From an optimization exercise on the open Yosys and OpenROAD flow, aimed at small area and a short achievable clock period; shortcuts taken in it are not production practice.
In this exercise RTL edits were held to simulation tests only and were not proved equivalent to the original.
Power and IR drop assume default switching activity.

// SingleCycleMIPS
module SingleCycleMIPS(
    CLK,
    RST,
    IR_addr,
    IR,
    RF_writedata,
    ReadDataMem,
    CEN,
    WEN,
    A,
    ReadData2,
    OEN
);
input           CLK, RST;
input   [31:0]  IR;
output  [31:0]  IR_addr, RF_writedata;
input   [31:0]  ReadDataMem;
output          CEN;
output          WEN;
output  [ 6:0]  A;
output  [31:0]  ReadData2;
output          OEN;
wire    [5:0]   op = IR[31:26];
wire    [4:0]   rs = IR[25:21];
wire    [4:0]   rt = IR[20:16];
wire    [4:0]   rd = IR[15:11];
wire    [3:0]   fn = IR[3:0];
wire    op_r   = (op == 6'h00);
wire    op_lw  = (op == 6'h23);
wire    op_sw  = (op == 6'h2b);
wire    op_beq = (op == 6'h04);
wire    op_j   = (op == 6'h02);
wire    op_jal = (op == 6'h03);
wire    op_jr  = op_r & (IR[5:0] == 6'h08);
assign CEN = ~(op_lw | op_sw);
assign OEN = ~op_lw;
assign WEN = ~op_sw;
reg     [31:0]  PC;
assign IR_addr = PC;
wire    [31:0]  PC4 = {PC[31:2] + 30'd1, PC[1:0]};
reg     [991:0] R;
reg     [31:1]  V;
wire            RegWrite = op_r | op_lw | op_jal;
wire    [4:0]   Wreg     = op_jal ? 5'd31 : (op_r ? rd : rt);
wire    [31:0]  WriteDataN;    
wire    [31:0]  ReadData1;
reg     [31:1]  we;
integer         i;
always @(*)
  for (i = 1; i < 32; i = i + 1)
    we[i]   = RegWrite & (Wreg == i);
wire    [31:1]  seln1, seln2;
rf_seldec sd1 (.r(rs), .V(V), .seln(seln1));
rf_seldec sd2 (.r(rt), .V(V), .seln(seln2));
wire    [31:1]  hold = ~we & V;
wire    [991:0] Rnext;
genvar          k, j;
generate
  for (k = 1; k < 32; k = k + 1) begin : wrow
    for (j = 0; j < 32; j = j + 1) begin : wbit
      g_ao22 u (.a1(we[k]), .a2(WriteDataN[j]), .b1(hold[k]), .b2(R[32*(k-1)+j]),
                .y(Rnext[32*(k-1)+j]));
    end
  end
endgenerate
always @(posedge CLK)
  R <= Rnext;
  ...
==> flow/config.mk <==
export PLATFORM = sky130hd
export DESIGN_NAME = SingleCycleMIPS
export DESIGN_NICKNAME = SingleCycleMIPS
export VERILOG_FILES = /design/flow/design.v
export SDC_FILE = /design/flow/constraint.sdc
export NUM_CORES = 4
export LEC_CHECK = 0
export CAP_MARGIN = 20
export CORE_MARGIN = 2
export CORE_UTILIZATION = 50
export PLACE_DENSITY = 0.65
export SETUP_SLACK_MARGIN = 2.8
export SLEW_MARGIN = 20
export SYNTH_HIERARCHICAL = 1
==> flow/constraint.sdc <==
create_clock -name core_clock -period 11.5 [get_ports {CLK}]
set_input_delay 2.3000 -clock core_clock [delete_from_list [all_inputs] [get_ports {CLK}]]
set_output_delay 2.3000 -clock core_clock [all_outputs]
set_load 0.01 [all_outputs]
standard.sh (not shown) runs the stock make flow with config.mk's settings and CLKGATE_MAP_FILE= SYNTH_SCRIPT=/design/flow/synth_recipe.tcl, a recipe that flattens the netlist after the stock synthesis.
==> flow/flow/run.sh <==
#!/bin/bash
# The standard layout (standard.sh), with two changes made through ORFS
# variables: the port buffers start as buf_2 (timing repair sizes up the
# critical ones), and clock tree synthesis clusters up to 24 flip-flops within
# 80 um per clkbuf_16 and inserts no dummy loads. make's full output goes to
# standard.log here; ORFS keeps each step's log under orfs/logs/.
set -euo pipefail
export BUFFER_PORTS_ARGS="-buffer_cell sky130_fd_sc_hd__buf_2"
export CTS_ARGS="-sink_clustering_enable -repair_clock_nets -dont_use_dummy_load -buf_list sky130_fd_sc_hd__clkbuf_16 -sink_clustering_size 24 -sink_clustering_max_diameter 80"
bash standard.sh > standard.log 2>&1
The baseline ran to the end with no violations.
Edit:
--- a/flow/design.v
+++ b/flow/design.v
@@ -79,45 +79,48 @@
     end
     rf_rbit u1 (.sn(seln1), .dn(col), .y(ReadData1[j]));
     rf_rbit u2 (.sn(seln2), .dn(col), .y(ReadData2[j]));
   end
 endgenerate
 wire    [31:0]  a = ReadData1;
 wire    [31:0]  b = ReadData2;
-wire            sub    = (fn == 4'b0010) | (fn == 4'b1010);
+wire            sub    = (fn == 4'b0010) | (fn == 4'b1010) | op_beq;
 wire            f_sum  = (fn == 4'b0000) | (fn == 4'b0010);
 wire            f_or   = (fn == 4'b0101);
 wire            f_slt  = (fn == 4'b1010);
 wire            f_and  = ~(f_sum | f_or | f_slt);
 wire            alu    = ~(op_jal | op_lw);
 wire            s_sum  = alu & f_sum;
 wire            s_or   = alu & f_or;
 wire            s_and  = alu & f_and;
 wire            s_slt  = alu & f_slt;
 wire    [31:0]  pn;             
-wire    [31:0]  other = ({32{s_or}}   & (a | b)) |
-                        ({32{s_and}}  & (a & b)) |
+wire    [31:0]  gn;             
+wire    [31:0]  a_and_b = {~gn[31:1], a[0] & b[0]};
+wire    [31:0]  a_or_b  = {~(pn[31:1] & gn[31:1]), a[0] | b[0]};
+wire    [31:0]  other = ({32{s_or}}   & a_or_b) |
+                        ({32{s_and}}  & a_and_b) |
                         ({32{op_jal}} & PC4) |
                         ({32{op_lw}}  & ReadDataMem);
 wire    [31:0]  x0, x1;
 assign x0[31:1] = ({31{s_sum}} & ~pn[31:1]) | other[31:1];
 assign x1[31:1] = ({31{s_sum}} &  pn[31:1]) | other[31:1];
 wire            b0   = ({s_sum} & ~pn[0] & ~sub) | ({s_sum} & pn[0] & sub) | other[0];
 wire            dsgn = a[31] ^ b[31];
 assign x0[0] = s_slt ? (dsgn ? a[31] : ~pn[31]) : b0;
 assign x1[0] = s_slt ? (dsgn ? a[31] :  pn[31]) : b0;
 alu_core alu_core (.a(a), .b(b), .sub(sub), .x0(x0), .x1(x1), .nx0(~x0), .nx1(~x1),
-                   .pn(pn), .y(RF_writedata), .ywn(WriteDataN));
+                   .pn(pn), .gn(gn), .y(RF_writedata), .ywn(WriteDataN));
 wire    [8:0]   ea = a[8:0] + IR[8:0];
 assign A = ea[8:2];
 wire    [16:0]  ba_lo = {1'b0, PC4[17:2]} + {1'b0, IR[15:0]};
 wire    [13:0]  ba_hi = (ba_lo[16] & ~IR[15]) ? PC4[31:18] + 14'd1 :
                         (~ba_lo[16] & IR[15]) ? PC4[31:18] - 14'd1 : PC4[31:18];
 wire    [31:0]  BranchAddr = {ba_hi, ba_lo[15:0], PC4[1:0]};
-wire            taken = op_beq & (a == b);
+wire            taken = op_beq & ~|pn;
 wire    [31:0]  PCnext = op_jr            ? a :
                          (op_j | op_jal)  ? {PC4[31:28], IR[25:0], 2'b00} :
                          taken            ? BranchAddr : PC4;
 always @(posedge CLK or posedge RST) begin
   if (RST)
     PC <= 32'd0;
   else
@@ -158,19 +161,19 @@
   for (g = 0; g < 15; g = g + 1) begin : grp
     g_o22ai u (.a1(sn[2*g+1]), .a2(dn[2*g+1]), .b1(sn[2*g+2]), .b2(dn[2*g+2]), .y(p[g]));
   end
 endgenerate
 g_nor2  u15 (.a(sn[31]), .b(dn[31]), .y(p[15]));
 assign y = |p;
 endmodule
-module alu_core(a, b, sub, x0, x1, nx0, nx1, pn, y, ywn);
+module alu_core(a, b, sub, x0, x1, nx0, nx1, pn, gn, y, ywn);
 input   [31:0]  a, b, x0, x1, nx0, nx1;
 input           sub;
-output  [31:0]  pn, y, ywn;
-wire    [31:0]  bx, gn;
+output  [31:0]  pn, gn, y, ywn;
+wire    [31:0]  bx;
 wire            G1_1;
 wire            G1_2;
 wire            P1_2;
 wire            G1_3;
 wire            P1_3;
 wire            G1_4;
 wire            P1_4;
Effect: The new run ran to the end with no violations; sequential share of layout area decreases by 0.21 points; wire length increases by about 6%; sequential cell count does not change; setup slack improved by 0.057 ns; worst hold slack stays flat; synthesized cell count decreases by about 2.7%; clock-buffer cell count increases by 1.

* * *

Another version of the RTL of SingleCycleMIPS (not shown whole).
For scale: roughly 5,200 cells after synthesis, about 170 I/O pins, about 48,000 um^2 of cells after synthesis.
==> flow/config.mk <==
export PLATFORM = sky130hd
export DESIGN_NAME = SingleCycleMIPS
export DESIGN_NICKNAME = SingleCycleMIPS
export VERILOG_FILES = /design/flow/design.v
export SDC_FILE = /design/flow/constraint.sdc
export NUM_CORES = 4
export LEC_CHECK = 0
export CAP_MARGIN = 20
export CORE_MARGIN = 2
export CORE_UTILIZATION = 50
export PLACE_DENSITY = 0.65
export SETUP_SLACK_MARGIN = 2.8
export SLEW_MARGIN = 20
export SYNTH_HIERARCHICAL = 1
==> flow/constraint.sdc <==
create_clock -name core_clock -period 11.5 [get_ports {CLK}]
set_input_delay 2.3000 -clock core_clock [delete_from_list [all_inputs] [get_ports {CLK}]]
set_output_delay 2.3000 -clock core_clock [all_outputs]
set_load 0.01 [all_outputs]
Scripts as last shown in full above: flow/flow/run.sh
Change:
--- a/flow/design.v
+++ b/flow/design.v
@@ -407,25 +407,25 @@
 wire            G5_23;
 wire            G3_7_inv;
 wire            G5_24;
 wire            G5_25;
 wire            G5_26;
 wire            G5_27;
 wire            G5_28;
 wire            G5_29;
 wire            G5_30;
 wire            G5_31;
 g_xnor2 u1 (.a(bn[0]), .b(sub), .y(bx[0]));
 g_xor2 u2 (.a(an[0]), .b(bx[0]), .y(pn[0]));
-g_majn u3 (.an(an[0]), .b(bx[0]), .c(sub), .y(gn[0]));
+g_gn0 u3 (.an(an[0]), .bn(bn[0]), .s(sub), .y(gn[0]));
 g_xnor2 u4 (.a(bn[1]), .b(sub), .y(bx[1]));
 g_xor2 u5 (.a(an[1]), .b(bx[1]), .y(pn[1]));
 g_nand2b u6 (.an(an[1]), .b(bx[1]), .y(gn[1]));
 g_xnor2 u7 (.a(bn[2]), .b(sub), .y(bx[2]));
 g_xor2 u8 (.a(an[2]), .b(bx[2]), .y(pn[2]));
 g_nand2b u9 (.an(an[2]), .b(bx[2]), .y(gn[2]));
 g_xnor2 u10 (.a(bn[3]), .b(sub), .y(bx[3]));
 g_xor2 u11 (.a(an[3]), .b(bx[3]), .y(pn[3]));
 g_nand2b u12 (.an(an[3]), .b(bx[3]), .y(gn[3]));
 g_xnor2 u13 (.a(bn[4]), .b(sub), .y(bx[4]));
 g_xor2 u14 (.a(an[4]), .b(bx[4]), .y(pn[4]));
 g_nand2b u15 (.an(an[4]), .b(bx[4]), .y(gn[4]));
@@ -896,22 +896,22 @@
 assign y = ~((a1 & a2) | b1);
 endmodule
 module g_oai21(a1, a2, b1, y);
 input   a1, a2, b1;
 output  y;
 assign y = ~((a1 | a2) & b1);
 endmodule
 module g_mux2i(a0, a1, s, y);
 input   a0, a1, s;
 output  y;
 assign y = ~(s ? a1 : a0);
 endmodule
-module g_majn(an, b, c, y);
-input   an, b, c;
+module g_gn0(an, bn, s, y);
+input   an, bn, s;
 output  y;
-assign y = ~((~an & b) | (c & (~an | b)));
+assign y = s ? (an & ~bn) : (an | bn);
 endmodule
 module g_ao22(a1, a2, b1, b2, y);
 input   a1, a2, b1, b2;
 output  y;
 assign y = (a1 & a2) | (b1 & b2);
 endmodule
What happened:
- clock skew shrinks by 54 ps
- global-route usage went up by 0.30 points
- design area stays flat
- synthesized area barely changes
- setup slack degrades by 86 ps
- final cell count went down by 0.55%
- wire length increases by 0.88%
- maximum frequency is lower by 0.96%
- sequential power is about the same
- total power rises by 0.32%
- utilization fell by 0.14 points
- register-to-register slack got worse by 380 ps

==> port drivers added, routing unchanged <==
No port has a modelled driver above. Below, the same layouts with a new extraction and two added sets of constraints. Step 1: set_driving_cell puts a clkbuf_16 on CLK and a buf_2 on each other input, an assumption about the parent block. Step 2 adds t to the input delays and takes it off the output delays; t is the mean of the earliest and latest rising clock arrival at the registers after step 1. Input paths then give back, and output paths get back, about the clock's delay inside the block. Slacks: ideal ports / drivers / drivers and shift; pairs: ideal ports / drivers.
run | shift t [ns] | slack for setup (ns) | hold slack, ns | worst setup path at the end
the first run of note 1 | 0.766 | 2.610 / 2.588 / 2.588 | 0.504 / 0.504 / 0.504 | input to output
the second run of note 1 | 0.767 | 2.667 / 2.643 / 2.643 | 0.503 / 0.503 / 0.503 | input to output
the first run of note 2 | 0.761 | 2.566 / 2.548 / 2.548 | 0.504 / 0.504 / 0.504 | input to output
the second run of note 2 | 0.780 | 2.480 / 2.458 / 2.458 | 0.503 / 0.503 / 0.503 | input to output
After both steps every run listed still meets setup and hold. The setup slack of the second run of note 1, which loses most, moves by -0.024 ns with the drivers and by -0.024 ns with both steps.
